Background: an optimization exercise with open tools, aiming at small area. Do not read the settings as production practice. Only simulation tests tie the RTL to the original design; equivalence was not proved. Power and IR drop assume default switching activity.

==> flow/design.v <==
module SonarOnChip (
    input  wire        wb_clk_i,
    input  wire        wb_rst_i,
    input  wire        wb_valid_i,
    input  wire [3:0]  wbs_adr_i,
    input  wire [15:0] wbs_dat_i,
    input  wire        wbs_strb_i,
    output             wbs_ack_o,
    output      [15:0] wbs_dat_o,
    input  wire        ce_pdm,
    input  wire        ce_pcm,
    input  wire        pdm_data_i,
    input  wire        mclear,
    output wire        cmp
);
  wire clk = wb_clk_i;
  wire rst = wb_rst_i;
  wire en  = ce_pcm;
  reg        ack;
  reg [15:0] rdata;
  reg [7:0]  control, amp;
  reg [15:0] a0, a1, a2, b1, b2, fb0, fb1, threshold, pcm_load;
  reg [15:0] timer, pcm;
  reg        q;
  assign wbs_ack_o = ack;
  assign wbs_dat_o = rdata;
  assign cmp = q;
  reg [15:0] rd;
  always @(*) begin
    case (wbs_adr_i)
      4'd0:  rd = {8'd0, control};
      4'd1:  rd = a0;
      4'd2:  rd = a1;
      4'd3:  rd = a2;
      4'd4:  rd = b1;
      4'd5:  rd = b2;
      4'd6:  rd = {8'd0, amp};
      4'd7:  rd = threshold;
      4'd8:  rd = timer;
      4'd9:  rd = pcm;
      4'd10: rd = pcm_load;
      4'd11: rd = fb0;
      4'd12: rd = fb1;
      default: rd = 16'd0;
    endcase
  end
  wire wr = wb_valid_i & wbs_strb_i;
  always @(posedge clk) rdata <= rd;
  always @(posedge clk) begin
    if (rst) begin
      ack <= 1'b0;
      control <= 8'h04;
      a0 <= 16'd0; a1 <= 16'd0; a2 <= 16'd0; b1 <= 16'd0; b2 <= 16'd0;
      amp <= 8'd0;
      threshold <= 16'h0400;
      pcm_load <= 16'd0;
      fb0 <= 16'h0FFF;
      fb1 <= 16'h7FFF;
    end else begin
      ack <= wb_valid_i;
      if (wr) begin
        case (wbs_adr_i)
          4'd0:  control <= wbs_dat_i[7:0];
          4'd1:  a0 <= wbs_dat_i;
          4'd2:  a1 <= wbs_dat_i;
          4'd3:  a2 <= wbs_dat_i;
          4'd4:  b1 <= wbs_dat_i;
          4'd5:  b2 <= wbs_dat_i;
          4'd6:  amp <= wbs_dat_i[7:0];
          4'd7:  threshold <= wbs_dat_i;
          4'd10: pcm_load <= wbs_dat_i;
          4'd11: fb0 <= wbs_dat_i;
          4'd12: fb1 <= wbs_dat_i;
          default: ;
        endcase
      end
    end
  end
  reg [63:0] h;
  reg [6:0]  cnt;
  reg signed [6:0]  sa, sc;
  reg signed [11:0] sb;
  wire v32 = cnt[6] | cnt[5];
  wire v64 = cnt[6];
  wire signed [6:0] xn  = pdm_data_i ? 7'sd1 : -7'sd1;
  wire signed [6:0] x32 = v32 ? (h[31] ? 7'sd1 : -7'sd1) : 7'sd0;
  wire signed [6:0] x64 = v64 ? (h[63] ? 7'sd1 : -7'sd1) : 7'sd0;
  always @(posedge clk) begin
    if (ce_pdm) h <= {h[62:0], pdm_data_i};
  end
  always @(posedge clk) begin
    if (rst) begin
      cnt <= 7'd0;
      sa <= 7'sd0;
      sc <= 7'sd0;
      sb <= 12'sd0;
    end else if (ce_pdm) begin
      if (!v64) cnt <= cnt + 7'd1;
      sa <= sa + xn - x32;
      sc <= sc + x32 - x64;
      sb <= sb + {{5{sa[6]}}, sa} - {{5{sc[6]}}, sc};
    end
  end
  reg [3:0]  ph;
  reg [15:0] acc;         
  reg [15:0] yfir;        
  reg [15:0] yiir;        
  reg [15:0] yprev;       
  reg [11:0] xf1, xf2, xf3;
  reg [15:0] xi1, xi2;
  reg [14:0] xm1, xm2, xm3;
  reg [13:0] ymaf;        
  reg        v1, v2, v3;
  wire [15:0] gin  = control[2] ? pcm : yiir;
  wire [15:0] gout = gin << amp;
  wire [14:0] xmaf = gout[15] ? ~gout[14:0] : gout[14:0];
  reg [15:0] me, mm;
  reg        mng;
  always @(*) begin
    me = 16'd0;
    mm = 16'd0;
    mng = 1'b0;
    case (ph)
      4'd0:  begin me = fb0; mm = {{4{sb[11]}}, sb}; end
      4'd1:  begin me = fb1; if (v1) mm = {{4{xf1[11]}}, xf1}; end
      4'd2:  begin me = fb1; if (v2) mm = {{4{xf2[11]}}, xf2}; end
      4'd3:  begin me = fb0; if (v3) mm = {{4{xf3[11]}}, xf3}; end
      4'd5:  begin me = a0;  mm = pcm; end
      4'd6:  begin me = a1;  if (v1) mm = xi1; end
      4'd7:  begin me = a2;  if (v2) mm = xi2; end
      4'd8:  begin me = b1;  if (v1) mm = yiir;  mng = (yiir != 16'h8000); end
      4'd9:  begin me = b2;  if (v2) mm = yprev; mng = (yprev != 16'h8000); end
      4'd11: begin me = 16'h8000; mm = {1'b0, xmaf}; mng = 1'b1; end
      4'd12: begin me = 16'h8000; if (v1) mm = {1'b0, xm1}; mng = 1'b1; end
      4'd13: begin me = 16'h8000; if (v2) mm = {1'b0, xm2}; mng = 1'b1; end
      4'd14: begin me = 16'h8000; if (v3) mm = {1'b0, xm3}; mng = 1'b1; end
      default: ;
    endcase
  end
  wire [15:0] macc;
  mac u_mac (.e(me), .m(mm), .ng(mng), .a(acc), .y(macc));
  always @(posedge clk) if (!en && ph == 4'd4) yfir <= acc;
  always @(posedge clk) begin
    if (rst) begin
      v1 <= 1'b0; v2 <= 1'b0; v3 <= 1'b0;
    end else if (en) begin
      v1 <= 1'b1; v2 <= v1; v3 <= v2;
    end
  end
  always @(posedge clk) begin
    if (en) begin
      xf1 <= sb; xf2 <= xf1; xf3 <= xf2;
      xi1 <= pcm; xi2 <= xi1;
      xm1 <= xmaf; xm2 <= xm1; xm3 <= xm2;
    end
    if (!en && ph == 4'd10) begin yiir <= acc; yprev <= yiir; end
  end
  always @(posedge clk) begin
    if (rst) begin
      ph <= 4'd0;
      acc <= 16'd0;
      ymaf <= 14'd0;
      pcm <= 16'd0;
    end else if (en) begin
      ph <= 4'd0;
      acc <= 16'd0;
      pcm <= control[3] ? pcm_load : yfir;
    end else begin
      if (ph != 4'd15) ph <= ph + 4'd1;
      acc <= (ph == 4'd4 || ph == 4'd10) ? 16'd0 : macc;
      if (ph == 4'd15) ymaf <= acc[15:2];
    end
  end
  wire over = {2'b00, ymaf} > threshold;
  always @(posedge clk) begin
    if (rst) q <= 1'b0;
    else if (over) q <= 1'b1;
    else if (mclear) q <= 1'b0;
  end
  always @(posedge clk) begin
    if (rst | mclear) timer <= 16'd0;
    else if (en & ~q) timer <= timer + 16'd1;
  end
endmodule
module mac (
  input  wire [15:0] e,
  input  wire [15:0] m,
  input  wire        ng,
  input  wire [15:0] a,
  output wire [15:0] y
);
  wire bo1;
  wire bt2;
  wire bn3;
  wire pp4;
  wire pp5;
  wire pp6;
  wire pp7;
  wire pp8;
  wire pp9;
  wire pp10;
  wire pp11;
  wire pp12;
  wire pp13;
  wire pp14;
  wire pp15;
  wire pp16;
  wire pp17;
  wire pp18;
  wire pp19;
  wire pp20;
  wire bo21;
  wire bt22;
  wire bn23;
  wire pp24;
  wire pp25;
  wire pp26;
  wire pp27;
  wire pp28;
  wire pp29;
  wire pp30;
  wire pp31;
  wire pp32;
  wire pp33;
  wire pp34;
  wire pp35;
  wire pp36;
  wire pp37;
  wire pp38;
  wire pp39;
  wire pp40;
  wire bo41;
  wire bt42;
  wire bn43;
  wire pp44;
  wire pp45;
  wire pp46;
  wire pp47;
  wire pp48;
  wire pp49;
  wire pp50;
  wire pp51;
  wire pp52;
  wire pp53;
  wire pp54;
  wire pp55;
  wire pp56;
  wire pp57;
  wire pp58;
  wire pp59;
  wire pp60;
  wire bo61;
  wire bt62;
  wire bn63;
  wire pp64;
  wire pp65;
  wire pp66;
  wire pp67;
  wire pp68;
  wire pp69;
  wire pp70;
  wire pp71;
  wire pp72;
  wire pp73;
  wire pp74;
  wire pp75;
  wire pp76;
  wire pp77;
  wire pp78;
  wire pp79;
  wire pp80;
  wire bo81;
  wire bt82;
  wire bn83;
  wire pp84;
  wire pp85;
  wire pp86;
  wire pp87;
  wire pp88;
  wire pp89;
  wire pp90;
  wire pp91;
  wire pp92;
  wire pp93;
  wire pp94;
  wire pp95;
  wire pp96;
  wire pp97;
  wire pp98;
  wire pp99;
  wire pp100;
  wire bo101;
  wire bt102;
  wire bn103;
  wire pp104;
  wire pp105;
  wire pp106;
  wire pp107;
  wire pp108;
  wire pp109;
  wire pp110;
  wire pp111;
  wire pp112;
  wire pp113;
  wire pp114;
  wire pp115;
  wire pp116;
  wire pp117;
  wire pp118;
  wire pp119;
  wire pp120;
  wire bo121;
  wire bt122;
  wire bn123;
  wire pp124;
  wire pp125;
  wire pp126;
  wire pp127;
  wire pp128;
  wire pp129;
  wire pp130;
  wire pp131;
  wire pp132;
  wire pp133;
  wire pp134;
  wire pp135;
  wire pp136;
  wire pp137;
  wire pp138;
  wire pp139;
  wire pp140;
  wire bo141;
  wire bt142;
  wire bn143;
  wire pp144;
  wire pp145;
  wire pp146;
  wire pp147;
  wire pp148;
  wire pp149;
  wire pp150;
  wire pp151;
  wire pp152;
  wire pp153;
  wire pp154;
  wire pp155;
  wire pp156;
  wire pp157;
  wire pp158;
  wire pp159;
  wire pp160;
  wire nk161;
  wire nk162;
  wire nk163;
  wire nk164;
  wire nk165;
  wire nk166;
  wire nk167;
  wire nk168;
  wire s169;
  wire c170;
  wire s171;
  wire c172;
  wire s173;
  wire c174;
  wire s175;
  wire c176;
  wire s177;
  wire c178;
  wire s179;
  wire c180;
  wire s181;
  wire c182;
  wire s183;
  wire c184;
  wire s185;
  wire c186;
  wire s187;
  wire c188;
  wire s189;
  wire c190;
  wire s191;
  wire c192;
  wire s193;
  wire c194;
  wire s195;
  wire c196;
  wire s197;
  wire c198;
  wire s199;
  wire c200;
  wire s201;
  wire c202;
  wire s203;
  wire c204;
  wire s205;
  wire c206;
  wire s207;
  wire c208;
  wire s209;
  wire c210;
  wire s211;
  wire c212;
  wire s213;
  wire c214;
  wire s215;
  wire c216;
  wire s217;
  wire c218;
  wire s219;
  wire c220;
  wire s221;
  wire c222;
  wire s223;
  wire c224;
  wire s225;
  wire c226;
  wire s227;
  wire c228;
  wire s229;
  wire c230;
  wire s231;
  wire c232;
  wire s233;
  wire c234;
  wire s235;
  wire c236;
  wire s237;
  wire c238;
  wire s239;
  wire c240;
  wire s241;
  wire c242;
  wire s243;
  wire c244;
  wire s245;
  wire c246;
  wire s247;
  wire c248;
  wire s249;
  wire c250;
  wire s251;
  wire c252;
  wire s253;
  wire c254;
  wire s255;
  wire c256;
  wire s257;
  wire c258;
  wire s259;
  wire c260;
  wire s261;
  wire c262;
  wire s263;
  wire c264;
  wire s265;
  wire c266;
  wire s267;
  wire c268;
  wire s269;
  wire c270;
  wire s271;
  wire c272;
  wire s273;
  wire c274;
  wire s275;
  wire c276;
  wire s277;
  wire c278;
  wire s279;
  wire c280;
  wire s281;
  wire c282;
  wire s283;
  wire c284;
  wire s285;
  wire c286;
  wire s287;
  wire c288;
  wire s289;
  wire c290;
  wire s291;
  wire c292;
  wire s293;
  wire c294;
  wire s295;
  wire c296;
  wire s297;
  wire c298;
  wire s299;
  wire c300;
  wire s301;
  wire c302;
  wire s303;
  wire c304;
  wire s305;
  wire c306;
  wire s307;
  wire c308;
  wire s309;
  wire c310;
  wire s311;
  wire c312;
  wire s313;
  wire c314;
  wire s315;
  wire c316;
  wire s317;
  wire c318;
  wire s319;
  wire c320;
  wire s321;
  wire c322;
  wire s323;
  wire c324;
  wire s325;
  wire c326;
  wire s327;
  wire c328;
  wire s329;
  wire c330;
  wire s331;
  wire c332;
  wire s333;
  wire c334;
  wire s335;
  wire c336;
  wire s337;
  wire c338;
  wire s339;
  wire c340;
  wire s341;
  wire c342;
  wire s343;
  wire c344;
  wire s345;
  wire c346;
  wire s347;
  wire c348;
  wire s349;
  wire c350;
  wire s351;
  wire c352;
  wire s353;
  wire c354;
  wire s355;
  wire c356;
  wire s357;
  wire c358;
  wire s359;
  wire c360;
  wire s361;
  wire c362;
  wire s363;
  wire c364;
  wire s365;
  wire c366;
  wire s367;
  wire c368;
  wire s369;
  wire c370;
  wire s371;
  wire c372;
  wire s373;
  wire c374;
  wire s375;
  wire c376;
  wire s377;
  wire c378;
  wire s379;
  wire c380;
  wire s381;
  wire c382;
  wire s383;
  wire c384;
  wire s385;
  wire c386;
  wire s387;
  wire c388;
  wire s389;
  wire c390;
  wire s391;
  wire c392;
  wire s393;
  wire c394;
  wire s395;
  wire c396;
  wire s397;
  wire c398;
  wire s399;
  wire c400;
  wire s401;
  wire c402;
  wire s403;
  wire c404;
  wire s405;
  wire c406;
  wire c407;
  wire c408;
  wire c409;
  wire c410;
  wire c411;
  wire c412;
  wire c413;
  wire c414;
  wire c415;
  wire c416;
  wire c417;
  wire c418;
  wire c419;
  wire c420;
  wire c421;
  wire s422;
  wire c423;
  wire s424;
  wire c425;
  wire s426;
  wire c427;
  wire s428;
  wire c429;
  wire s430;
  wire c431;
  wire s432;
  wire c433;
  wire s434;
  wire c435;
  wire s436;
  wire c437;
  wire s438;
  wire c439;
  wire s440;
  wire c441;
  wire s442;
  wire c443;
  wire s444;
  wire c445;
  wire s446;
  wire c447;
  wire s448;
  wire c449;
  wire s450;
  wire c451;
  wire s452;
  wire c453;
  assign bo1 = e[0] ^ 1'b0;
  assign bt2 = (e[1] & ~e[0] & ~1'b0) | (~e[1] & e[0] & 1'b0);
  assign bn3 = e[1] ^ ng;
  assign pp4 = ((bo1 & m[0]) | (bt2 & 1'b0)) ^ bn3;
  assign pp5 = ((bo1 & m[1]) | (bt2 & m[0])) ^ bn3;
  assign pp6 = ((bo1 & m[2]) | (bt2 & m[1])) ^ bn3;
  assign pp7 = ((bo1 & m[3]) | (bt2 & m[2])) ^ bn3;
  assign pp8 = ((bo1 & m[4]) | (bt2 & m[3])) ^ bn3;
  assign pp9 = ((bo1 & m[5]) | (bt2 & m[4])) ^ bn3;
  assign pp10 = ((bo1 & m[6]) | (bt2 & m[5])) ^ bn3;
  assign pp11 = ((bo1 & m[7]) | (bt2 & m[6])) ^ bn3;
  assign pp12 = ((bo1 & m[8]) | (bt2 & m[7])) ^ bn3;
  assign pp13 = ((bo1 & m[9]) | (bt2 & m[8])) ^ bn3;
  assign pp14 = ((bo1 & m[10]) | (bt2 & m[9])) ^ bn3;
  assign pp15 = ((bo1 & m[11]) | (bt2 & m[10])) ^ bn3;
  assign pp16 = ((bo1 & m[12]) | (bt2 & m[11])) ^ bn3;
  assign pp17 = ((bo1 & m[13]) | (bt2 & m[12])) ^ bn3;
  assign pp18 = ((bo1 & m[14]) | (bt2 & m[13])) ^ bn3;
  assign pp19 = ((bo1 & m[15]) | (bt2 & m[14])) ^ bn3;
  assign pp20 = ~(((bo1 & m[15]) | (bt2 & m[15])) ^ bn3);
  assign bo21 = e[2] ^ e[1];
  assign bt22 = (e[3] & ~e[2] & ~e[1]) | (~e[3] & e[2] & e[1]);
  assign bn23 = e[3] ^ ng;
  assign pp24 = ((bo21 & m[0]) | (bt22 & 1'b0)) ^ bn23;
  assign pp25 = ((bo21 & m[1]) | (bt22 & m[0])) ^ bn23;
  assign pp26 = ((bo21 & m[2]) | (bt22 & m[1])) ^ bn23;
  assign pp27 = ((bo21 & m[3]) | (bt22 & m[2])) ^ bn23;
  assign pp28 = ((bo21 & m[4]) | (bt22 & m[3])) ^ bn23;
  assign pp29 = ((bo21 & m[5]) | (bt22 & m[4])) ^ bn23;
  assign pp30 = ((bo21 & m[6]) | (bt22 & m[5])) ^ bn23;
  assign pp31 = ((bo21 & m[7]) | (bt22 & m[6])) ^ bn23;
  assign pp32 = ((bo21 & m[8]) | (bt22 & m[7])) ^ bn23;
  assign pp33 = ((bo21 & m[9]) | (bt22 & m[8])) ^ bn23;
  assign pp34 = ((bo21 & m[10]) | (bt22 & m[9])) ^ bn23;
  assign pp35 = ((bo21 & m[11]) | (bt22 & m[10])) ^ bn23;
  assign pp36 = ((bo21 & m[12]) | (bt22 & m[11])) ^ bn23;
  assign pp37 = ((bo21 & m[13]) | (bt22 & m[12])) ^ bn23;
  assign pp38 = ((bo21 & m[14]) | (bt22 & m[13])) ^ bn23;
  assign pp39 = ((bo21 & m[15]) | (bt22 & m[14])) ^ bn23;
  assign pp40 = ~(((bo21 & m[15]) | (bt22 & m[15])) ^ bn23);
  assign bo41 = e[4] ^ e[3];
  assign bt42 = (e[5] & ~e[4] & ~e[3]) | (~e[5] & e[4] & e[3]);
  assign bn43 = e[5] ^ ng;
  assign pp44 = ((bo41 & m[0]) | (bt42 & 1'b0)) ^ bn43;
  assign pp45 = ((bo41 & m[1]) | (bt42 & m[0])) ^ bn43;
  assign pp46 = ((bo41 & m[2]) | (bt42 & m[1])) ^ bn43;
  assign pp47 = ((bo41 & m[3]) | (bt42 & m[2])) ^ bn43;
  assign pp48 = ((bo41 & m[4]) | (bt42 & m[3])) ^ bn43;
  assign pp49 = ((bo41 & m[5]) | (bt42 & m[4])) ^ bn43;
  assign pp50 = ((bo41 & m[6]) | (bt42 & m[5])) ^ bn43;
  assign pp51 = ((bo41 & m[7]) | (bt42 & m[6])) ^ bn43;
  assign pp52 = ((bo41 & m[8]) | (bt42 & m[7])) ^ bn43;
  assign pp53 = ((bo41 & m[9]) | (bt42 & m[8])) ^ bn43;
  assign pp54 = ((bo41 & m[10]) | (bt42 & m[9])) ^ bn43;
  assign pp55 = ((bo41 & m[11]) | (bt42 & m[10])) ^ bn43;
  assign pp56 = ((bo41 & m[12]) | (bt42 & m[11])) ^ bn43;
  assign pp57 = ((bo41 & m[13]) | (bt42 & m[12])) ^ bn43;
  assign pp58 = ((bo41 & m[14]) | (bt42 & m[13])) ^ bn43;
  assign pp59 = ((bo41 & m[15]) | (bt42 & m[14])) ^ bn43;
  assign pp60 = ~(((bo41 & m[15]) | (bt42 & m[15])) ^ bn43);
  assign bo61 = e[6] ^ e[5];
  assign bt62 = (e[7] & ~e[6] & ~e[5]) | (~e[7] & e[6] & e[5]);
  assign bn63 = e[7] ^ ng;
  assign pp64 = ((bo61 & m[0]) | (bt62 & 1'b0)) ^ bn63;
  assign pp65 = ((bo61 & m[1]) | (bt62 & m[0])) ^ bn63;
  assign pp66 = ((bo61 & m[2]) | (bt62 & m[1])) ^ bn63;
  assign pp67 = ((bo61 & m[3]) | (bt62 & m[2])) ^ bn63;
  assign pp68 = ((bo61 & m[4]) | (bt62 & m[3])) ^ bn63;
  assign pp69 = ((bo61 & m[5]) | (bt62 & m[4])) ^ bn63;
  assign pp70 = ((bo61 & m[6]) | (bt62 & m[5])) ^ bn63;
  assign pp71 = ((bo61 & m[7]) | (bt62 & m[6])) ^ bn63;
  assign pp72 = ((bo61 & m[8]) | (bt62 & m[7])) ^ bn63;
  assign pp73 = ((bo61 & m[9]) | (bt62 & m[8])) ^ bn63;
  assign pp74 = ((bo61 & m[10]) | (bt62 & m[9])) ^ bn63;
  assign pp75 = ((bo61 & m[11]) | (bt62 & m[10])) ^ bn63;
  assign pp76 = ((bo61 & m[12]) | (bt62 & m[11])) ^ bn63;
  assign pp77 = ((bo61 & m[13]) | (bt62 & m[12])) ^ bn63;
  assign pp78 = ((bo61 & m[14]) | (bt62 & m[13])) ^ bn63;
  assign pp79 = ((bo61 & m[15]) | (bt62 & m[14])) ^ bn63;
  assign pp80 = ~(((bo61 & m[15]) | (bt62 & m[15])) ^ bn63);
  assign bo81 = e[8] ^ e[7];
  assign bt82 = (e[9] & ~e[8] & ~e[7]) | (~e[9] & e[8] & e[7]);
  assign bn83 = e[9] ^ ng;
  assign pp84 = ((bo81 & m[0]) | (bt82 & 1'b0)) ^ bn83;
  assign pp85 = ((bo81 & m[1]) | (bt82 & m[0])) ^ bn83;
  assign pp86 = ((bo81 & m[2]) | (bt82 & m[1])) ^ bn83;
  assign pp87 = ((bo81 & m[3]) | (bt82 & m[2])) ^ bn83;
  assign pp88 = ((bo81 & m[4]) | (bt82 & m[3])) ^ bn83;
  assign pp89 = ((bo81 & m[5]) | (bt82 & m[4])) ^ bn83;
  assign pp90 = ((bo81 & m[6]) | (bt82 & m[5])) ^ bn83;
  assign pp91 = ((bo81 & m[7]) | (bt82 & m[6])) ^ bn83;
  assign pp92 = ((bo81 & m[8]) | (bt82 & m[7])) ^ bn83;
  assign pp93 = ((bo81 & m[9]) | (bt82 & m[8])) ^ bn83;
  assign pp94 = ((bo81 & m[10]) | (bt82 & m[9])) ^ bn83;
  assign pp95 = ((bo81 & m[11]) | (bt82 & m[10])) ^ bn83;
  assign pp96 = ((bo81 & m[12]) | (bt82 & m[11])) ^ bn83;
  assign pp97 = ((bo81 & m[13]) | (bt82 & m[12])) ^ bn83;
  assign pp98 = ((bo81 & m[14]) | (bt82 & m[13])) ^ bn83;
  assign pp99 = ((bo81 & m[15]) | (bt82 & m[14])) ^ bn83;
  assign pp100 = ~(((bo81 & m[15]) | (bt82 & m[15])) ^ bn83);
  assign bo101 = e[10] ^ e[9];
  assign bt102 = (e[11] & ~e[10] & ~e[9]) | (~e[11] & e[10] & e[9]);
  assign bn103 = e[11] ^ ng;
  assign pp104 = ((bo101 & m[0]) | (bt102 & 1'b0)) ^ bn103;
  assign pp105 = ((bo101 & m[1]) | (bt102 & m[0])) ^ bn103;
  assign pp106 = ((bo101 & m[2]) | (bt102 & m[1])) ^ bn103;
  assign pp107 = ((bo101 & m[3]) | (bt102 & m[2])) ^ bn103;
  assign pp108 = ((bo101 & m[4]) | (bt102 & m[3])) ^ bn103;
  assign pp109 = ((bo101 & m[5]) | (bt102 & m[4])) ^ bn103;
  assign pp110 = ((bo101 & m[6]) | (bt102 & m[5])) ^ bn103;
  assign pp111 = ((bo101 & m[7]) | (bt102 & m[6])) ^ bn103;
  assign pp112 = ((bo101 & m[8]) | (bt102 & m[7])) ^ bn103;
  assign pp113 = ((bo101 & m[9]) | (bt102 & m[8])) ^ bn103;
  assign pp114 = ((bo101 & m[10]) | (bt102 & m[9])) ^ bn103;
  assign pp115 = ((bo101 & m[11]) | (bt102 & m[10])) ^ bn103;
  assign pp116 = ((bo101 & m[12]) | (bt102 & m[11])) ^ bn103;
  assign pp117 = ((bo101 & m[13]) | (bt102 & m[12])) ^ bn103;
  assign pp118 = ((bo101 & m[14]) | (bt102 & m[13])) ^ bn103;
  assign pp119 = ((bo101 & m[15]) | (bt102 & m[14])) ^ bn103;
  assign pp120 = ~(((bo101 & m[15]) | (bt102 & m[15])) ^ bn103);
  assign bo121 = e[12] ^ e[11];
  assign bt122 = (e[13] & ~e[12] & ~e[11]) | (~e[13] & e[12] & e[11]);
  assign bn123 = e[13] ^ ng;
  assign pp124 = ((bo121 & m[0]) | (bt122 & 1'b0)) ^ bn123;
  assign pp125 = ((bo121 & m[1]) | (bt122 & m[0])) ^ bn123;
  assign pp126 = ((bo121 & m[2]) | (bt122 & m[1])) ^ bn123;
  assign pp127 = ((bo121 & m[3]) | (bt122 & m[2])) ^ bn123;
  assign pp128 = ((bo121 & m[4]) | (bt122 & m[3])) ^ bn123;
  assign pp129 = ((bo121 & m[5]) | (bt122 & m[4])) ^ bn123;
  assign pp130 = ((bo121 & m[6]) | (bt122 & m[5])) ^ bn123;
  assign pp131 = ((bo121 & m[7]) | (bt122 & m[6])) ^ bn123;
  assign pp132 = ((bo121 & m[8]) | (bt122 & m[7])) ^ bn123;
  assign pp133 = ((bo121 & m[9]) | (bt122 & m[8])) ^ bn123;
  assign pp134 = ((bo121 & m[10]) | (bt122 & m[9])) ^ bn123;
  assign pp135 = ((bo121 & m[11]) | (bt122 & m[10])) ^ bn123;
  assign pp136 = ((bo121 & m[12]) | (bt122 & m[11])) ^ bn123;
  assign pp137 = ((bo121 & m[13]) | (bt122 & m[12])) ^ bn123;
  assign pp138 = ((bo121 & m[14]) | (bt122 & m[13])) ^ bn123;
  assign pp139 = ((bo121 & m[15]) | (bt122 & m[14])) ^ bn123;
  assign pp140 = ~(((bo121 & m[15]) | (bt122 & m[15])) ^ bn123);
  assign bo141 = e[14] ^ e[13];
  assign bt142 = (e[15] & ~e[14] & ~e[13]) | (~e[15] & e[14] & e[13]);
  assign bn143 = e[15] ^ ng;
  assign pp144 = ((bo141 & m[0]) | (bt142 & 1'b0)) ^ bn143;
  assign pp145 = ((bo141 & m[1]) | (bt142 & m[0])) ^ bn143;
  assign pp146 = ((bo141 & m[2]) | (bt142 & m[1])) ^ bn143;
  assign pp147 = ((bo141 & m[3]) | (bt142 & m[2])) ^ bn143;
  assign pp148 = ((bo141 & m[4]) | (bt142 & m[3])) ^ bn143;
  assign pp149 = ((bo141 & m[5]) | (bt142 & m[4])) ^ bn143;
  assign pp150 = ((bo141 & m[6]) | (bt142 & m[5])) ^ bn143;
  assign pp151 = ((bo141 & m[7]) | (bt142 & m[6])) ^ bn143;
  assign pp152 = ((bo141 & m[8]) | (bt142 & m[7])) ^ bn143;
  assign pp153 = ((bo141 & m[9]) | (bt142 & m[8])) ^ bn143;
  assign pp154 = ((bo141 & m[10]) | (bt142 & m[9])) ^ bn143;
  assign pp155 = ((bo141 & m[11]) | (bt142 & m[10])) ^ bn143;
  assign pp156 = ((bo141 & m[12]) | (bt142 & m[11])) ^ bn143;
  assign pp157 = ((bo141 & m[13]) | (bt142 & m[12])) ^ bn143;
  assign pp158 = ((bo141 & m[14]) | (bt142 & m[13])) ^ bn143;
  assign pp159 = ((bo141 & m[15]) | (bt142 & m[14])) ^ bn143;
  assign pp160 = ~(((bo141 & m[15]) | (bt142 & m[15])) ^ bn143);
  assign nk161 = ~pp20;
  assign nk162 = ~pp39;
  assign nk163 = ~pp59;
  assign nk164 = ~pp79;
  assign nk165 = ~pp99;
  assign nk166 = ~pp119;
  assign nk167 = ~pp139;
  assign nk168 = ~pp159;
  assign s169 = pp14 ^ pp32;
  assign c170 = pp14 & pp32;
  assign s171 = pp15 ^ pp33;
  assign c172 = pp15 & pp33;
  assign s173 = pp16 ^ pp34 ^ pp52;
  assign c174 = (pp16 & pp34) | (pp16 & pp52) | (pp34 & pp52);
  assign s175 = pp70 ^ pp88;
  assign c176 = pp70 & pp88;
  assign s177 = pp17 ^ pp35 ^ pp53;
  assign c178 = (pp17 & pp35) | (pp17 & pp53) | (pp35 & pp53);
  assign s179 = pp71 ^ pp89;
  assign c180 = pp71 & pp89;
  assign s181 = pp18 ^ pp36 ^ pp54;
  assign c182 = (pp18 & pp36) | (pp18 & pp54) | (pp36 & pp54);
  assign s183 = pp72 ^ pp90 ^ pp108;
  assign c184 = (pp72 & pp90) | (pp72 & pp108) | (pp90 & pp108);
  assign s185 = pp126 ^ pp144;
  assign c186 = pp126 & pp144;
  assign s187 = pp19 ^ pp37 ^ pp55;
  assign c188 = (pp19 & pp37) | (pp19 & pp55) | (pp37 & pp55);
  assign s189 = pp73 ^ pp91 ^ pp109;
  assign c190 = (pp73 & pp91) | (pp73 & pp109) | (pp91 & pp109);
  assign s191 = pp127 ^ pp145 ^ a[0];
  assign c192 = (pp127 & pp145) | (pp127 & a[0]) | (pp145 & a[0]);
  assign s193 = pp38 ^ pp56 ^ pp74;
  assign c194 = (pp38 & pp56) | (pp38 & pp74) | (pp56 & pp74);
  assign s195 = pp92 ^ pp110 ^ pp128;
  assign c196 = (pp92 & pp110) | (pp92 & pp128) | (pp110 & pp128);
  assign s197 = pp146 ^ a[1] ^ nk161;
  assign c198 = (pp146 & a[1]) | (pp146 & nk161) | (a[1] & nk161);
  assign s199 = pp57 ^ pp75 ^ pp93;
  assign c200 = (pp57 & pp75) | (pp57 & pp93) | (pp75 & pp93);
  assign s201 = pp111 ^ pp129 ^ pp147;
  assign c202 = (pp111 & pp129) | (pp111 & pp147) | (pp129 & pp147);
  assign s203 = a[2] ^ pp20 ^ nk162;
  assign c204 = (a[2] & pp20) | (a[2] & nk162) | (pp20 & nk162);
  assign s205 = pp40 ^ pp58 ^ pp76;
  assign c206 = (pp40 & pp58) | (pp40 & pp76) | (pp58 & pp76);
  assign s207 = pp94 ^ pp112 ^ pp130;
  assign c208 = (pp94 & pp112) | (pp94 & pp130) | (pp112 & pp130);
  assign s209 = pp148 ^ a[3] ^ pp39;
  assign c210 = (pp148 & a[3]) | (pp148 & pp39) | (a[3] & pp39);
  assign s211 = pp77 ^ pp95 ^ pp113;
  assign c212 = (pp77 & pp95) | (pp77 & pp113) | (pp95 & pp113);
  assign s213 = pp131 ^ pp149 ^ a[4];
  assign c214 = (pp131 & pp149) | (pp131 & a[4]) | (pp149 & a[4]);
  assign s215 = pp60 ^ pp78 ^ pp96;
  assign c216 = (pp60 & pp78) | (pp60 & pp96) | (pp78 & pp96);
  assign s217 = pp114 ^ pp132 ^ pp150;
  assign c218 = (pp114 & pp132) | (pp114 & pp150) | (pp132 & pp150);
  assign s219 = pp97 ^ pp115 ^ pp133;
  assign c220 = (pp97 & pp115) | (pp97 & pp133) | (pp115 & pp133);
  assign s221 = pp80 ^ pp98 ^ pp116;
  assign c222 = (pp80 & pp98) | (pp80 & pp116) | (pp98 & pp116);
  assign s223 = pp10 ^ pp28;
  assign c224 = pp10 & pp28;
  assign s225 = pp11 ^ pp29;
  assign c226 = pp11 & pp29;
  assign s227 = pp12 ^ pp30 ^ pp48;
  assign c228 = (pp12 & pp30) | (pp12 & pp48) | (pp30 & pp48);
  assign s229 = pp66 ^ pp84;
  assign c230 = pp66 & pp84;
  assign s231 = pp13 ^ pp31 ^ pp49;
  assign c232 = (pp13 & pp31) | (pp13 & pp49) | (pp31 & pp49);
  assign s233 = pp67 ^ pp85;
  assign c234 = pp67 & pp85;
  assign s235 = pp50 ^ pp68 ^ pp86;
  assign c236 = (pp50 & pp68) | (pp50 & pp86) | (pp68 & pp86);
  assign s237 = pp104 ^ bn103 ^ s169;
  assign c238 = (pp104 & bn103) | (pp104 & s169) | (bn103 & s169);
  assign s239 = pp51 ^ pp69 ^ pp87;
  assign c240 = (pp51 & pp69) | (pp51 & pp87) | (pp69 & pp87);
  assign s241 = pp105 ^ c170 ^ s171;
  assign c242 = (pp105 & c170) | (pp105 & s171) | (c170 & s171);
  assign s243 = pp106 ^ pp124 ^ bn123;
  assign c244 = (pp106 & pp124) | (pp106 & bn123) | (pp124 & bn123);
  assign s245 = c172 ^ s173 ^ s175;
  assign c246 = (c172 & s173) | (c172 & s175) | (s173 & s175);
  assign s247 = pp107 ^ pp125 ^ c174;
  assign c248 = (pp107 & pp125) | (pp107 & c174) | (pp125 & c174);
  assign s249 = c176 ^ s177 ^ s179;
  assign c250 = (c176 & s177) | (c176 & s179) | (s177 & s179);
  assign s251 = bn143 ^ c178 ^ c180;
  assign c252 = (bn143 & c178) | (bn143 & c180) | (c178 & c180);
  assign s253 = s181 ^ s183 ^ s185;
  assign c254 = (s181 & s183) | (s181 & s185) | (s183 & s185);
  assign s255 = c182 ^ c184 ^ c186;
  assign c256 = (c182 & c184) | (c182 & c186) | (c184 & c186);
  assign s257 = s187 ^ s189 ^ s191;
  assign c258 = (s187 & s189) | (s187 & s191) | (s189 & s191);
  assign s259 = c188 ^ c190 ^ c192;
  assign c260 = (c188 & c190) | (c188 & c192) | (c190 & c192);
  assign s261 = s193 ^ s195 ^ s197;
  assign c262 = (s193 & s195) | (s193 & s197) | (s195 & s197);
  assign s263 = c194 ^ c196 ^ c198;
  assign c264 = (c194 & c196) | (c194 & c198) | (c196 & c198);
  assign s265 = s199 ^ s201 ^ s203;
  assign c266 = (s199 & s201) | (s199 & s203) | (s201 & s203);
  assign s267 = c200 ^ c202 ^ c204;
  assign c268 = (c200 & c202) | (c200 & c204) | (c202 & c204);
  assign s269 = s205 ^ s207 ^ s209;
  assign c270 = (s205 & s207) | (s205 & s209) | (s207 & s209);
  assign s271 = nk163 ^ c206 ^ c208;
  assign c272 = (nk163 & c206) | (nk163 & c208) | (c206 & c208);
  assign s273 = c210 ^ s211 ^ s213;
  assign c274 = (c210 & s211) | (c210 & s213) | (s211 & s213);
  assign s275 = a[5] ^ pp59 ^ c212;
  assign c276 = (a[5] & pp59) | (a[5] & c212) | (pp59 & c212);
  assign s277 = c214 ^ s215 ^ s217;
  assign c278 = (c214 & s215) | (c214 & s217) | (s215 & s217);
  assign s279 = pp151 ^ a[6] ^ nk164;
  assign c280 = (pp151 & a[6]) | (pp151 & nk164) | (a[6] & nk164);
  assign s281 = c216 ^ c218 ^ s219;
  assign c282 = (c216 & c218) | (c216 & s219) | (c218 & s219);
  assign s283 = pp134 ^ pp152 ^ a[7];
  assign c284 = (pp134 & pp152) | (pp134 & a[7]) | (pp152 & a[7]);
  assign s285 = pp79 ^ c220 ^ s221;
  assign c286 = (pp79 & c220) | (pp79 & s221) | (c220 & s221);
  assign s287 = pp117 ^ pp135 ^ pp153;
  assign c288 = (pp117 & pp135) | (pp117 & pp153) | (pp135 & pp153);
  assign s289 = a[8] ^ nk165 ^ c222;
  assign c290 = (a[8] & nk165) | (a[8] & c222) | (nk165 & c222);
  assign s291 = pp100 ^ pp118 ^ pp136;
  assign c292 = (pp100 & pp118) | (pp100 & pp136) | (pp118 & pp136);
  assign s293 = pp154 ^ a[9] ^ pp99;
  assign c294 = (pp154 & a[9]) | (pp154 & pp99) | (a[9] & pp99);
  assign s295 = pp137 ^ pp155 ^ a[10];
  assign c296 = (pp137 & pp155) | (pp137 & a[10]) | (pp155 & a[10]);
  assign s297 = pp120 ^ pp138 ^ pp156;
  assign c298 = (pp120 & pp138) | (pp120 & pp156) | (pp138 & pp156);
  assign s299 = pp8 ^ pp26;
  assign c300 = pp8 & pp26;
  assign s301 = pp9 ^ pp27;
  assign c302 = pp9 & pp27;
  assign s303 = pp46 ^ pp64 ^ bn63;
  assign c304 = (pp46 & pp64) | (pp46 & bn63) | (pp64 & bn63);
  assign s305 = pp47 ^ pp65 ^ c224;
  assign c306 = (pp47 & pp65) | (pp47 & c224) | (pp65 & c224);
  assign s307 = bn83 ^ c226 ^ s227;
  assign c308 = (bn83 & c226) | (bn83 & s227) | (c226 & s227);
  assign s309 = c228 ^ c230 ^ s231;
  assign c310 = (c228 & c230) | (c228 & s231) | (c230 & s231);
  assign s311 = c232 ^ c234 ^ s235;
  assign c312 = (c232 & c234) | (c232 & s235) | (c234 & s235);
  assign s313 = c236 ^ c238 ^ s239;
  assign c314 = (c236 & c238) | (c236 & s239) | (c238 & s239);
  assign s315 = c240 ^ c242 ^ s243;
  assign c316 = (c240 & c242) | (c240 & s243) | (c242 & s243);
  assign s317 = c244 ^ c246 ^ s247;
  assign c318 = (c244 & c246) | (c244 & s247) | (c246 & s247);
  assign s319 = c248 ^ c250 ^ s251;
  assign c320 = (c248 & c250) | (c248 & s251) | (c250 & s251);
  assign s321 = c252 ^ c254 ^ s255;
  assign c322 = (c252 & c254) | (c252 & s255) | (c254 & s255);
  assign s323 = c256 ^ c258 ^ s259;
  assign c324 = (c256 & c258) | (c256 & s259) | (c258 & s259);
  assign s325 = c260 ^ c262 ^ s263;
  assign c326 = (c260 & c262) | (c260 & s263) | (c262 & s263);
  assign s327 = c264 ^ c266 ^ s267;
  assign c328 = (c264 & c266) | (c264 & s267) | (c266 & s267);
  assign s329 = c268 ^ c270 ^ s271;
  assign c330 = (c268 & c270) | (c268 & s271) | (c270 & s271);
  assign s331 = c272 ^ c274 ^ s275;
  assign c332 = (c272 & c274) | (c272 & s275) | (c274 & s275);
  assign s333 = c276 ^ c278 ^ s279;
  assign c334 = (c276 & c278) | (c276 & s279) | (c278 & s279);
  assign s335 = c280 ^ c282 ^ s283;
  assign c336 = (c280 & c282) | (c280 & s283) | (c282 & s283);
  assign s337 = c284 ^ c286 ^ s287;
  assign c338 = (c284 & c286) | (c284 & s287) | (c286 & s287);
  assign s339 = c288 ^ c290 ^ s291;
  assign c340 = (c288 & c290) | (c288 & s291) | (c290 & s291);
  assign s341 = nk166 ^ c292 ^ c294;
  assign c342 = (nk166 & c292) | (nk166 & c294) | (c292 & c294);
  assign s343 = a[11] ^ pp119 ^ c296;
  assign c344 = (a[11] & pp119) | (a[11] & c296) | (pp119 & c296);
  assign s345 = pp157 ^ a[12] ^ nk167;
  assign c346 = (pp157 & a[12]) | (pp157 & nk167) | (a[12] & nk167);
  assign s347 = pp140 ^ pp158 ^ a[13];
  assign c348 = (pp140 & pp158) | (pp140 & a[13]) | (pp158 & a[13]);
  assign s349 = pp6 ^ pp24;
  assign c350 = pp6 & pp24;
  assign s351 = pp7 ^ pp25;
  assign c352 = pp7 & pp25;
  assign s353 = pp44 ^ bn43 ^ s299;
  assign c354 = (pp44 & bn43) | (pp44 & s299) | (bn43 & s299);
  assign s355 = pp45 ^ c300 ^ s301;
  assign c356 = (pp45 & c300) | (pp45 & s301) | (c300 & s301);
  assign s357 = s223 ^ c302 ^ s303;
  assign c358 = (s223 & c302) | (s223 & s303) | (c302 & s303);
  assign s359 = s225 ^ c304 ^ s305;
  assign c360 = (s225 & c304) | (s225 & s305) | (c304 & s305);
  assign s361 = s229 ^ c306 ^ s307;
  assign c362 = (s229 & c306) | (s229 & s307) | (c306 & s307);
  assign s363 = s233 ^ c308 ^ s309;
  assign c364 = (s233 & c308) | (s233 & s309) | (c308 & s309);
  assign s365 = s237 ^ c310 ^ s311;
  assign c366 = (s237 & c310) | (s237 & s311) | (c310 & s311);
  assign s367 = s241 ^ c312 ^ s313;
  assign c368 = (s241 & c312) | (s241 & s313) | (c312 & s313);
  assign s369 = s245 ^ c314 ^ s315;
  assign c370 = (s245 & c314) | (s245 & s315) | (c314 & s315);
  assign s371 = s249 ^ c316 ^ s317;
  assign c372 = (s249 & c316) | (s249 & s317) | (c316 & s317);
  assign s373 = s253 ^ c318 ^ s319;
  assign c374 = (s253 & c318) | (s253 & s319) | (c318 & s319);
  assign s375 = s257 ^ c320 ^ s321;
  assign c376 = (s257 & c320) | (s257 & s321) | (c320 & s321);
  assign s377 = s261 ^ c322 ^ s323;
  assign c378 = (s261 & c322) | (s261 & s323) | (c322 & s323);
  assign s379 = s265 ^ c324 ^ s325;
  assign c380 = (s265 & c324) | (s265 & s325) | (c324 & s325);
  assign s381 = s269 ^ c326 ^ s327;
  assign c382 = (s269 & c326) | (s269 & s327) | (c326 & s327);
  assign s383 = s273 ^ c328 ^ s329;
  assign c384 = (s273 & c328) | (s273 & s329) | (c328 & s329);
  assign s385 = s277 ^ c330 ^ s331;
  assign c386 = (s277 & c330) | (s277 & s331) | (c330 & s331);
  assign s387 = s281 ^ c332 ^ s333;
  assign c388 = (s281 & c332) | (s281 & s333) | (c332 & s333);
  assign s389 = s285 ^ c334 ^ s335;
  assign c390 = (s285 & c334) | (s285 & s335) | (c334 & s335);
  assign s391 = s289 ^ c336 ^ s337;
  assign c392 = (s289 & c336) | (s289 & s337) | (c336 & s337);
  assign s393 = s293 ^ c338 ^ s339;
  assign c394 = (s293 & c338) | (s293 & s339) | (c338 & s339);
  assign s395 = s295 ^ c340 ^ s341;
  assign c396 = (s295 & c340) | (s295 & s341) | (c340 & s341);
  assign s397 = s297 ^ c342 ^ s343;
  assign c398 = (s297 & c342) | (s297 & s343) | (c342 & s343);
  assign s399 = c298 ^ c344 ^ s345;
  assign c400 = (c298 & c344) | (c298 & s345) | (c344 & s345);
  assign s401 = pp139 ^ c346 ^ s347;
  assign c402 = (pp139 & c346) | (pp139 & s347) | (c346 & s347);
  assign s403 = a[14] ^ nk168 ^ c348;
  assign c404 = (a[14] & nk168) | (a[14] & c348) | (nk168 & c348);
  assign s405 = pp160 ^ a[15] ^ pp159;
  assign c406 = (pp160 & a[15]) | (pp160 & pp159) | (a[15] & pp159);
  assign c407 = pp4 & bn3;
  assign c408 = pp5 & c407;
  assign c409 = (bn23 & s349) | (bn23 & c408) | (s349 & c408);
  assign c410 = (c350 & s351) | (c350 & c409) | (s351 & c409);
  assign c411 = (c352 & s353) | (c352 & c410) | (s353 & c410);
  assign c412 = (c354 & s355) | (c354 & c411) | (s355 & c411);
  assign c413 = (c356 & s357) | (c356 & c412) | (s357 & c412);
  assign c414 = (c358 & s359) | (c358 & c413) | (s359 & c413);
  assign c415 = (c360 & s361) | (c360 & c414) | (s361 & c414);
  assign c416 = (c362 & s363) | (c362 & c415) | (s363 & c415);
  assign c417 = (c364 & s365) | (c364 & c416) | (s365 & c416);
  assign c418 = (c366 & s367) | (c366 & c417) | (s367 & c417);
  assign c419 = (c368 & s369) | (c368 & c418) | (s369 & c418);
  assign c420 = (c370 & s371) | (c370 & c419) | (s371 & c419);
  assign c421 = (c372 & s373) | (c372 & c420) | (s373 & c420);
  assign s422 = c374 ^ s375 ^ c421;
  assign c423 = (c374 & s375) | (c374 & c421) | (s375 & c421);
  assign s424 = c376 ^ s377 ^ c423;
  assign c425 = (c376 & s377) | (c376 & c423) | (s377 & c423);
  assign s426 = c378 ^ s379 ^ c425;
  assign c427 = (c378 & s379) | (c378 & c425) | (s379 & c425);
  assign s428 = c380 ^ s381 ^ c427;
  assign c429 = (c380 & s381) | (c380 & c427) | (s381 & c427);
  assign s430 = c382 ^ s383 ^ c429;
  assign c431 = (c382 & s383) | (c382 & c429) | (s383 & c429);
  assign s432 = c384 ^ s385 ^ c431;
  assign c433 = (c384 & s385) | (c384 & c431) | (s385 & c431);
  assign s434 = c386 ^ s387 ^ c433;
  assign c435 = (c386 & s387) | (c386 & c433) | (s387 & c433);
  assign s436 = c388 ^ s389 ^ c435;
  assign c437 = (c388 & s389) | (c388 & c435) | (s389 & c435);
  assign s438 = c390 ^ s391 ^ c437;
  assign c439 = (c390 & s391) | (c390 & c437) | (s391 & c437);
  assign s440 = c392 ^ s393 ^ c439;
  assign c441 = (c392 & s393) | (c392 & c439) | (s393 & c439);
  assign s442 = c394 ^ s395 ^ c441;
  assign c443 = (c394 & s395) | (c394 & c441) | (s395 & c441);
  assign s444 = c396 ^ s397 ^ c443;
  assign c445 = (c396 & s397) | (c396 & c443) | (s397 & c443);
  assign s446 = c398 ^ s399 ^ c445;
  assign c447 = (c398 & s399) | (c398 & c445) | (s399 & c445);
  assign s448 = c400 ^ s401 ^ c447;
  assign c449 = (c400 & s401) | (c400 & c447) | (s401 & c447);
  assign s450 = c402 ^ s403 ^ c449;
  assign c451 = (c402 & s403) | (c402 & c449) | (s403 & c449);
  assign s452 = c404 ^ s405 ^ c451;
  assign c453 = (c404 & s405) | (c404 & c451) | (s405 & c451);
  assign y = {s452, s450, s448, s446, s444, s442, s440, s438, s436, s434, s432, s430, s428, s426, s424, s422};
endmodule
==> flow/run.sh <==
#!/bin/bash
# synth_recipe.tcl (not shown) runs the flow's synth.tcl, then flattens the netlist and writes it again
# the make line also repeats each setting of config.mk as NAME=value (left out here)
make -C /OpenROAD-flow-scripts/flow DESIGN_CONFIG=/design/flow/config.mk WORK_HOME=/design/flow/orfs CLKGATE_MAP_FILE= SYNTH_SCRIPT=/design/flow/synth_recipe.tcl finish
==> flow/config.mk <==
export PLATFORM = sky130hd
export DESIGN_NAME = SonarOnChip
export DESIGN_NICKNAME = SonarOnChip
export VERILOG_FILES = /design/flow/design.v
export SDC_FILE = /design/flow/constraint.sdc
export NUM_CORES = 4
export LEC_CHECK = 0
export CAP_MARGIN = 20
export CORE_MARGIN = 2
export CORE_UTILIZATION = 70
export CTS_BUF_LIST = sky130_fd_sc_hd__clkbuf_8
export CTS_CLUSTER_DIAMETER = 50
export CTS_CLUSTER_SIZE = 15
export PLACE_DENSITY = 0.8
export SLEW_MARGIN = 20
==> flow/constraint.sdc <==
create_clock -name core_clock -period 15.0 [get_ports {wb_clk_i}]
set_input_delay 3.0000 -clock core_clock [delete_from_list [all_inputs] [get_ports {wb_clk_i}]]
set_output_delay 3.0000 -clock core_clock [all_outputs]
set_load 0.01 [all_outputs]
==> impl_metrics.py, run 1 <==
metrics = {
    "global_route": {
        "grt_pass1_wl_um": 135000,
        "grt_use_total_pct": 42.5,
        "grt_max_degree": 95,
        "antenna_found_initial": 5,
        "overflow": 0,
        "first_global_vias": 22889,
    },
    "power_and_ir_drop": {
        "clkPwrFrac_pct": 17.0,
        "vdd_drop_max_mv": 0.396,
        "power.density_nw_per_um2": 175,
        "pwr-share-comb_pct": 52.7,
        "intPower_uw": 3170,
        "pwr-share-seq_pct": 30.3,
        "total_leakage_power_uw": 0.0113,
        "total_power_uw": 5370,
        "power.switching_uw": 2200,
        "swShare_pct": 41.0,
    },
    "timing": {
        "tns_ns": 0,
        "rsz0062_at_grt": "false",
        "slew_headroom_pct": 23.1,
        "fin_crit_sh_pct": 88.4,
        "finClkSkew_ns": 0.0940,
        "hold_violations": 0,
        "layout_min_cycle_time_ns": 13.26,
        "fmax_mhz": 75.4,
        "final-max-slew-violation-count": 0,
        "setup_violations": 0,
        "worstMarginPinSlew_ns": 1.15,
    },
    "detailed_routing": {
        "wl_per_cell_um": 26.1,
        "ant_nets": 0,
        "drcViolationCount": 0,
        "dr.pass1.iters": 10,
        "via_count": 23737,
        "viasPerCell": 6.88,
        "drt_iter0_markers": 3800,
        "routed_wl_um": 89900,
    },
    "die": {
        "die_x_um": 206,
        "start_util_pct": 70.6,
        "io_pins": 46,
        "die_area_um2": 42600,
        "rows": 74,
        "core_area_um2": 40600,
        "dieHeight_um": 206,
    },
    "clock_network": {
        "cts_buffers": 49,
        "clk_pin_slew_ns": 0.09,
        "clock_latency_ns": 0.71,
        "cts_max_path_buffers": 3,
        "clockRootBuffer": "clkbuf_8",
        "ctsResizeCount": 0,
        "htreeDepth": 2,
        "post-cts-setup-buffers": 0,
        "cts_tree": "yes",
        "ctsHoldBuffers": 0,
        "cts_sinks": 505,
    },
    "worst_setup_path": {
        "required_ns": 15.60,
        "worstPathArrival_ns": 13.86,
        "startpoint_type": "flip-flop",
        "crit_top_cell": "fa_1",
        "crit_slowest_cell": "nor3_2",
        "path_class": "reg2reg",
        "critPathMaxStageDelay_ns": 0.82,
        "crit_fanout": 25,
        "end_kind": "flip-flop",
    },
    "layout": {
        "drive_above_1_share_pct": 7.45,
        "regArea_um2": 12400,
        "multi_input_area_um2": 14900,
        "area_growth_pct": 7.10,
        "fillCellCount": 2772,
        "fin_nets": 3106,
    },
    "synthesis": {
        "yosysWarnings": 1,
        "netlist_area_um2": 28700,
        "seq_area_frac_synth_pct": 43.1,
        "synthCells": 2918,
        "synth_nets": 3145,
        "ys.flop_type": "dfxtp_1",
        "ys_async_sr_fraction_pct": 0,
        "synth_area_per_cell_um2": 9.83,
        "synth_cell_types": 76,
        "synth_edf_count": 225,
        "ys_seq_elements": 505,
    },
    "placement": {
        "port_buffers": 45,
        "dpl.hpwl_um": 63500,
        "place.gp.congestion": 0.997,
    },
    "outcome": {
        "outcome": "timing/DRC/antenna clean",
    },
    "min_path": {
        "min_path_type": "reg2reg",
    },
    "run": {
        "drv_cap": 0,
    },
}
==> per-layer routing <==
| layer | share of wire (%) | routed length, um | track usage (%) |
|---|---|---|---|
| met1 | 36 | 32800 | 56.1 |
| met2 | 43 | 38900 | 63.9 |
| met3 | 15 | 13200 | 13.9 |
| met4 | 5.5 | 4950 | 19.2 |
| met5 | 0.059 | 53 | 0.595 |
==> worst paths after layout <==
kind	from	endpoint	slack (ns)	cells after the start
worst max-delay path	control[2]$_SDFFE_PP1P_	acc[15]$_SDFF_PP0_	1.74	51
worst min-delay path	h[61]$_DFFE_PP_	h[62]$_DFFE_PP_	0.41	0
worst max register to register	control[2]$_SDFFE_PP1P_	acc[15]$_SDFF_PP0_	1.74	51
worst min register to register	h[61]$_DFFE_PP_	h[62]$_DFFE_PP_	0.41	0
==> cells in the final DEF, fill, tap and decap left out, types with 72 or more instances in the layout <==
cell type and n:
fa_1 138, a21oi_1 195, nor2_1 140, nand2_1 443, inv_1 211, xnor2_1 109
buf_4 72, xor2_1 95, o22ai_1 82, edfxtp_1 225, dfxtp_1 279, a22oi_1 139
==> registers in the layout (all words and copies together), names as in the netlist, 16 cells and up <==
| signal | cells |
|---|---|
| b2 | 16 |
| threshold | 16 |
| pcm | 16 |
| pcm_load | 16 |
| xi1 | 16 |
| a2 | 16 |
| xi2 | 16 |
| timer | 16 |
| rdata | 16 |
| a0 | 16 |
| acc | 16 |
| fb0 | 16 |
| yiir | 16 |
| h | 64 |
| fb1 | 16 |
| b1 | 16 |
| yprev | 16 |
| yfir | 16 |
| a1 | 16 |
==> cell type report <==
cell class / instances / area share [%]
Antenna cell: 2 / 0.0163
Clock buffer: 52 / 2.33
Clock inverter: 34 / 1.06
Inverter: 201 / 2.45
Multi-Input combinational cell: 2005 / 48.5
Sequential cell: 505 / 40.2
Tap cell: 532 / 2.17
Timing Repair Buffer: 117 / 3.29
==> metrics by stage <==
step / instances / util (%) / hold slack, ns / setup slack, ns / instance area, um^2
after floorplan: 2918 / - / 0.400 / 3.64 / 28700
after global placement: 3358 / 72.9 / 0.401 / 2.13 / 29600
after detailed placement: 3359 / 73.0 / 0.405 / 2.00 / 29700
after global routing: 3446 / 75.6 / 0.424 / 1.11 / 30700
after CTS: 3445 / 75.5 / 0.401 / 1.92 / 30700
final: 3448 / 75.6 / 0.413 / 1.74 / 30700
==> cells by family (layout without fill, tap and decap cells) <==
logic type,after synthesis,count (layout),share of synthesized area [%]
XOR/XNOR,210,210,6.41
other,2,4,0.0262
buffers and inverters,408,404,5.43
adder cells (fa/ha/maj),203,203,12.4
AO/OA/AOI/OAI,682,682,16.3
AND/OR/NAND/NOR,823,823,12.7
flip-flops,505,505,43.1
multiplexers,85,85,3.62
==> critical path, delay by kind of cell, from the launching register on <==
kind | cells | cell delay [ns]
AO/OA/AOI/OAI | 7 | 0.85
XOR/XNOR | 4 | 0.77
adder cells (fa/ha/maj) | 21 | 6.80
buffers and inverters | 10 | 1.38
flip-flops | 1 | 0.33
multiplexers | 2 | 0.88
AND/OR/NAND/NOR | 7 | 2.10
==> power groups by stage <==
stage               logic [uW]  registers, uW  clock network, uW
floorplan                 2090           1610                  0
global placement          2660           1650                  0
detailed placement        2790           1650                  0
CTS                       2850           1620                913
global route              3250           1630                962
finish                    2830           1630                915
==> synth_stat cells (all sizes together), types with 4 or more instances <==
cell	n	share of area (%)
and4	7	0.22
a211o	16	0.49
nand4	12	0.26
nor4	11	0.24
or3	7	0.15
nor3	37	0.65
xor2	98	3.0
inv	199	2.6
nor2	143	1.9
mux4	13	1.0
nand3	48	0.84
a211oi	24	0.63
a21o	13	0.34
ha	61	2.7
nand2	443	5.8
o22ai	82	1.8
o21ai	47	0.82
o21a	10	0.26
a221o	11	0.38
a22oi	139	3.6
mux2	17	0.68
a222oi	40	1.4
nand2b	15	0.33
and2	15	0.33
and3	20	0.44
or2	6	0.13
buf	21	0.37
o211ai	8	0.23
mux2i	55	1.9
a21oi	196	3.5
nor2b	32	0.70
a221oi	31	0.99
xnor2	112	3.4
nand3b	17	0.44
clkbuf	186	2.4
edfxtp	225	24
a31oi	10	0.22
dfxtp	280	20
nor3b	4	0.10
a22o	27	0.82
maj3	4	0.15
a21boi	6	0.16
fa	138	9.6
==> inputs of run 2 (changes only) <==
--- a/flow/design.v
+++ b/flow/design.v
@@ -48,31 +48,18 @@
   always @(posedge clk) rdata <= rd;
+  always @(posedge clk) ack <= wb_valid_i & ~rst;
+  wire [15:0] wz = wbs_dat_i & {16{~rst}};
+  wire [15:0] wo = wbs_dat_i | {16{rst}};
+  wire [15:0] we = {16{wr}} & (16'd1 << wbs_adr_i);
   always @(posedge clk) begin
-    if (rst) begin
-      ack <= 1'b0;
-      control <= 8'h04;
-      a0 <= 16'd0; a1 <= 16'd0; a2 <= 16'd0; b1 <= 16'd0; b2 <= 16'd0;
-      amp <= 8'd0;
-      threshold <= 16'h0400;
-      pcm_load <= 16'd0;
-      fb0 <= 16'h0FFF;
-      fb1 <= 16'h7FFF;
-    end else begin
-      ack <= wb_valid_i;
-      if (wr) begin
-        case (wbs_adr_i)
-          4'd0:  control <= wbs_dat_i[7:0];
-          4'd1:  a0 <= wbs_dat_i;
-          4'd2:  a1 <= wbs_dat_i;
-          4'd3:  a2 <= wbs_dat_i;
-          4'd4:  b1 <= wbs_dat_i;
-          4'd5:  b2 <= wbs_dat_i;
-          4'd6:  amp <= wbs_dat_i[7:0];
-          4'd7:  threshold <= wbs_dat_i;
-          4'd10: pcm_load <= wbs_dat_i;
-          4'd11: fb0 <= wbs_dat_i;
-          4'd12: fb1 <= wbs_dat_i;
-          default: ;
-        endcase
-      end
-    end
+    if (we[0]  | rst) control   <= {wz[7:3], wo[2], wz[1:0]};
+    if (we[1]  | rst) a0        <= wz;
+    if (we[2]  | rst) a1        <= wz;
+    if (we[3]  | rst) a2        <= wz;
+    if (we[4]  | rst) b1        <= wz;
+    if (we[5]  | rst) b2        <= wz;
+    if (we[6]  | rst) amp       <= wz[7:0];
+    if (we[7]  | rst) threshold <= {wz[15:11], wo[10], wz[9:0]};
+    if (we[10] | rst) pcm_load  <= wz;
+    if (we[11] | rst) fb0       <= {wz[15:12], wo[11:0]};
+    if (we[12] | rst) fb1       <= {wz[15], wo[14:0]};
   end
@@ -80,3 +67,3 @@
   reg [6:0]  cnt;
-  reg signed [6:0]  sa, sc;
+  reg signed [7:0]  sd;
   reg signed [11:0] sb;
@@ -84,5 +71,5 @@
   wire v64 = cnt[6];
-  wire signed [6:0] xn  = pdm_data_i ? 7'sd1 : -7'sd1;
-  wire signed [6:0] x32 = v32 ? (h[31] ? 7'sd1 : -7'sd1) : 7'sd0;
-  wire signed [6:0] x64 = v64 ? (h[63] ? 7'sd1 : -7'sd1) : 7'sd0;
+  wire signed [7:0] xn  = pdm_data_i ? 8'sd1 : -8'sd1;
+  wire signed [7:0] x32 = v32 ? (h[31] ? 8'sd2 : -8'sd2) : 8'sd0;
+  wire signed [7:0] x64 = v64 ? (h[63] ? 8'sd1 : -8'sd1) : 8'sd0;
   always @(posedge clk) begin
@@ -93,4 +80,3 @@
       cnt <= 7'd0;
-      sa <= 7'sd0;
-      sc <= 7'sd0;
+      sd <= 8'sd0;
       sb <= 12'sd0;
@@ -98,5 +84,4 @@
       if (!v64) cnt <= cnt + 7'd1;
-      sa <= sa + xn - x32;
-      sc <= sc + x32 - x64;
-      sb <= sb + {{5{sa[6]}}, sa} - {{5{sc[6]}}, sc};
+      sd <= sd + xn - x32 + x64;
+      sb <= sb + {{4{sd[7]}}, sd};
     end
@@ -130,4 +115,4 @@
       4'd7:  begin me = a2;  if (v2) mm = xi2; end
-      4'd8:  begin me = b1;  if (v1) mm = yiir;  mng = (yiir != 16'h8000); end
-      4'd9:  begin me = b2;  if (v2) mm = yprev; mng = (yprev != 16'h8000); end
+      4'd8:  begin me = b1;  if (v1) begin mm = yiir;  mng = (yiir != 16'h8000); end end
+      4'd9:  begin me = b2;  if (v2) begin mm = yprev; mng = (yprev != 16'h8000); end end
       4'd11: begin me = 16'h8000; mm = {1'b0, xmaf}; mng = 1'b1; end
--- a/flow/config.mk
+++ b/flow/config.mk
@@ -9,3 +9,3 @@
 export CORE_MARGIN = 2
-export CORE_UTILIZATION = 70
+export CORE_UTILIZATION = 60
 export CTS_BUF_LIST = sky130_fd_sc_hd__clkbuf_8
@@ -13,3 +13,3 @@
 export CTS_CLUSTER_SIZE = 15
-export PLACE_DENSITY = 0.8
+export PLACE_DENSITY = 0.7
 export SLEW_MARGIN = 20
==> run 2 against run 1 <==
Compared with the run above: still clean; sequential cell count is 6 lower; cell count is 16% lower; setup slack better by 0.35 ns; worst hold slack better by 0.0039 ns; utilization is 10 points lower; critical path type unchanged; largest power group unchanged.
==> impl_metrics.py, run 2 <==
metrics = {
    "outcome": {
        "outcome": "timing/DRC/antenna clean",
    },
    "global_route": {
        "grt_use_total_pct": 34.4,
        "first_global_vias": 19370,
        "overflow": 0,
        "grt_max_degree": 77,
        "grt_pass1_wl_um": 121000,
        "antenna_found_initial": 1,
    },
    "die": {
        "io_pins": 46,
        "dieHeight_um": 217,
        "die_x_um": 217,
        "start_util_pct": 60.5,
        "rows": 78,
        "core_area_um2": 45200,
        "die_area_um2": 47300,
    },
    "timing": {
        "fin_crit_sh_pct": 86.0,
        "final-max-slew-violation-count": 0,
        "layout_min_cycle_time_ns": 12.91,
        "fmax_mhz": 77.5,
        "hold_violations": 0,
        "rsz0062_at_grt": "false",
        "setup_violations": 0,
        "finClkSkew_ns": 0.0654,
        "slew_headroom_pct": 18.4,
        "worstMarginPinSlew_ns": 1.22,
        "tns_ns": 0,
    },
    "clock_network": {
        "ctsHoldBuffers": 0,
        "clk_pin_slew_ns": 0.10,
        "cts_tree": "yes",
        "post-cts-setup-buffers": 0,
        "clock_latency_ns": 0.70,
        "cts_buffers": 48,
        "cts_sinks": 499,
        "ctsResizeCount": 0,
        "htreeDepth": 2,
        "clockRootBuffer": "clkbuf_8",
        "cts_max_path_buffers": 3,
    },
    "layout": {
        "final_cell_mix": "edfxtp_1 (385), a22oi_1 (217), inv_1 (161)",
        "final_util_pct": 65.3,
        "final_common_cell": "edfxtp_1",
        "fin_nets": 2452,
        "drive_above_1_share_pct": 9.55,
        "largest-register": "h",
        "largest_reg_flops": 64,
        "fillCellCount": 3475,
        "area_growth_pct": 8.01,
        "num_antenna_cells": 0,
    },
    "worst_setup_path": {
        "worstPathArrival_ns": 13.44,
        "end_kind": "flip-flop",
        "crit_slowest_cell": "dfxtp_1",
        "rr_worst_depth": 46,
        "r2r-end": "acc[15]$_SDFF_PP0_",
        "critPathMaxStageDelay_ns": 1.03,
        "rrSetupSlack_ns": 2.09,
        "startpoint_type": "flip-flop",
        "reg2reg_from": "ph[3]$_SDFFE_PP0P_",
        "required_ns": 15.54,
        "crit_top_cell": "fa_1",
        "path_class": "reg2reg",
        "crit_fanout": 31,
    },
    "detailed_routing": {
        "ant_nets": 0,
        "via_count": 19474,
        "drt_iter0_markers": 2322,
        "routed_wl_um": 80100,
        "dr.pass1.iters": 7,
        "viasPerCell": 6.75,
        "drcViolationCount": 0,
        "wl_per_cell_um": 27.8,
    },
    "synthesis": {
        "synth_xor_area_share_pct": 6.38,
        "ys_seq_elements": 499,
        "synth.mux.area_fraction_pct": 3.98,
        "ys_async_sr_fraction_pct": 0,
        "synth_area_per_cell_um2": 12.2,
        "synth.most_common_cell": "edfxtp_1",
        "yosysWarnings": 1,
        "synth_nets": 2455,
        "synthCells": 2246,
        "netlist_area_um2": 27300,
        "seq_area_frac_synth_pct": 50.7,
        "synth-compound-area-share_pct": 14.4,
        "netlist.area_leader.share_pct": 42.3,
        "synth_edf_count": 385,
        "synth_top_family_by_area": "compound AO/OA/AOI/OAI gates",
        "yosys.area_share.simple_pct": 8.32,
        "synth_area_leaders": "edfxtp_1 (42%), fa_1 (9.4%), dfxtp_1 (8.4%)",
        "yosysTopAreaCell": "edfxtp_1",
        "synth_commonest_cells": "edfxtp_1 (385), a22oi_1 (217), inv_1 (147)",
        "synthAdderAreaFrac_pct": 11.9,
        "synth_cell_types": 80,
        "ys.flop_type": "edfxtp_1",
    },
    "power_and_ir_drop": {
        "intPower_uw": 3290,
        "pwr-share-comb_pct": 50.7,
        "clkPwrFrac_pct": 17.3,
        "swShare_pct": 39.8,
        "power.density_nw_per_um2": 185,
        "vdd_drop_max_mv": 0.360,
        "total_power_uw": 5470,
        "power.switching_uw": 2180,
        "total_leakage_power_uw": 0.0108,
        "pwr-share-seq_pct": 32.0,
    },
    "run": {
        "drv_cap": 0,
    },
    "placement": {
        "dpl.hpwl_um": 54800,
        "port_buffers": 45,
        "place.gp.congestion": 0.931,
    },
    "min_path": {
        "whs_endpoint": "h[33]$_DFFE_PP_",
        "min_path_type": "reg2reg",
        "whs_path_depth": 0,
        "hold_start": "h[32]$_DFFE_PP_",
    },
}
[run 2: cell count changes after synthesis, moves of 51 or more]
| cell | previous run | this run |
|---|---|---|
| nand2_1 | 443 | 117 |
| inv_1 | 198 | 147 |
| dfxtp_1 | 280 | 114 |
| a22oi_1 | 139 | 217 |
| clkbuf_1 | 186 | 106 |
| a21oi_1 | 195 | 51 |
| o22ai_1 | 82 | 6 |
| edfxtp_1 | 225 | 385 |
[run 2: cells by family (layout without fill, tap and decap cells)]
| kind of cell | after synthesis | in the layout |
|---|---|---|
| compound gates | 519 | 519 |
| flops | 499 | 499 |
| simple gates | 462 | 462 |
| buf+inv | 293 | 330 |
| xor+xnor | 199 | 199 |
| fa+ha+maj | 183 | 183 |
| mux | 91 | 91 |
[run 2: power groups by stage]
stage / Clock (uW) / Combinational [uW] / Sequential [uW]
3_3_place_gp: 0 / 2740 / 1770
5_1_grt: 1000 / 3270 / 1760
3_5_place_dp: 0 / 2790 / 1780
2_1_floorplan: 0 / 2190 / 1710
4_1_cts: 960 / 2820 / 1750
6_report: 948 / 2770 / 1750
[run 2: area by class of cell]
cell class	instances	area (um^2)	area share [%]
Multi-Input combinational cell	1454	12500	42.2
Clock inverter	40	417	1.41
Timing Repair Buffer	91	796	2.70
Tap cell	600	751	2.54
Sequential cell	499	13800	46.9
Inverter	149	559	1.90
Clock buffer	50	688	2.33
[run 2: how the worst max path moves through the flow]
stage / startpoint / endpoint / slack [ns] / cells past startpoint
2_1_floorplan: amp[1]$_DFFE_PP_ / acc[15]$_SDFF_PP0_ / 3.68 / 53
3_3_place_gp: ph[2]$_SDFFE_PP0P_ / acc[15]$_SDFF_PP0_ / 2.23 / 45
3_5_place_dp: ph[3]$_SDFFE_PP0P_ / acc[15]$_SDFF_PP0_ / 2.14 / 46
4_1_cts: ph[3]$_SDFFE_PP0P_ / acc[15]$_SDFF_PP0_ / 2.16 / 46
5_1_grt: ph[3]$_SDFFE_PP0P_ / acc[15]$_SDFF_PP0_ / 1.32 / 46
6_report: ph[3]$_SDFFE_PP0P_ / acc[15]$_SDFF_PP0_ / 2.09 / 46
[run 2: stage by stage]
step           instances  hold WS, ns  instance area, um^2  worst slack (ns)
6_report            2883        0.417                29500              2.09
3_5_place_dp        2793        0.405                28400              2.14
4_1_cts             2883        0.421                29500              2.16
3_3_place_gp        2792        0.400                28400              2.23
5_1_grt             2883        0.427                29500              1.32
2_1_floorplan       2246        0.400                27300              3.68
[run 2: worst max-delay path: cells and delay by family (launching register included)]
family / cells / cell delay (ns)
flip-flops: 1 / 1.03
AO/OA/AOI/OAI: 8 / 1.38
AND/OR/NAND/NOR: 6 / 2.46
adder cells (fa/ha/maj): 19 / 6.22
XOR/XNOR: 3 / 0.50
buffers and inverters: 9 / 0.89
multiplexers: 1 / 0.29
[run 2: per-layer routing]
layer | global-route usage (%) | vias to the layer above | part of all wire (%)
met5 | 0 | - | 0.015
met3 | 6.47 | 234 | 11
met2 | 53.2 | 1271 | 45
met1 | 47.2 | 9620 | 39
met4 | 16.2 | 2 | 5.3
li1 | - | 8347 | -

[separate check: timing with driven ports]
How much do the figures lean on ideal ports? The routed layouts below were timed once more, with nothing changed but the port constraints.
Step 1 sets driving cells, clkbuf_16 on the clock port and buf_2 on the other inputs (assumed; they add their load-dependent delay and slew).
Step 2 also shifts input and output timing later by t, the mid clock arrival at the registers, as if the neighbouring blocks saw the same clock.
Three values: ideal, step 1, step 2; two values: the first two.
run | t, ns | setup slack, ns | hold WS [ns] | clock arrival spread, ns
run 1 | 0.721 | 1.741 / 1.741 / 1.741 | 0.413 / 0.413 / 0.413 | 0.094 / 0.094
run 2 | 0.722 | 2.093 / 2.093 / 2.093 | 0.417 / 0.417 / 0.417 | 0.065 / 0.066
After both steps setup and hold are still met in every run listed.
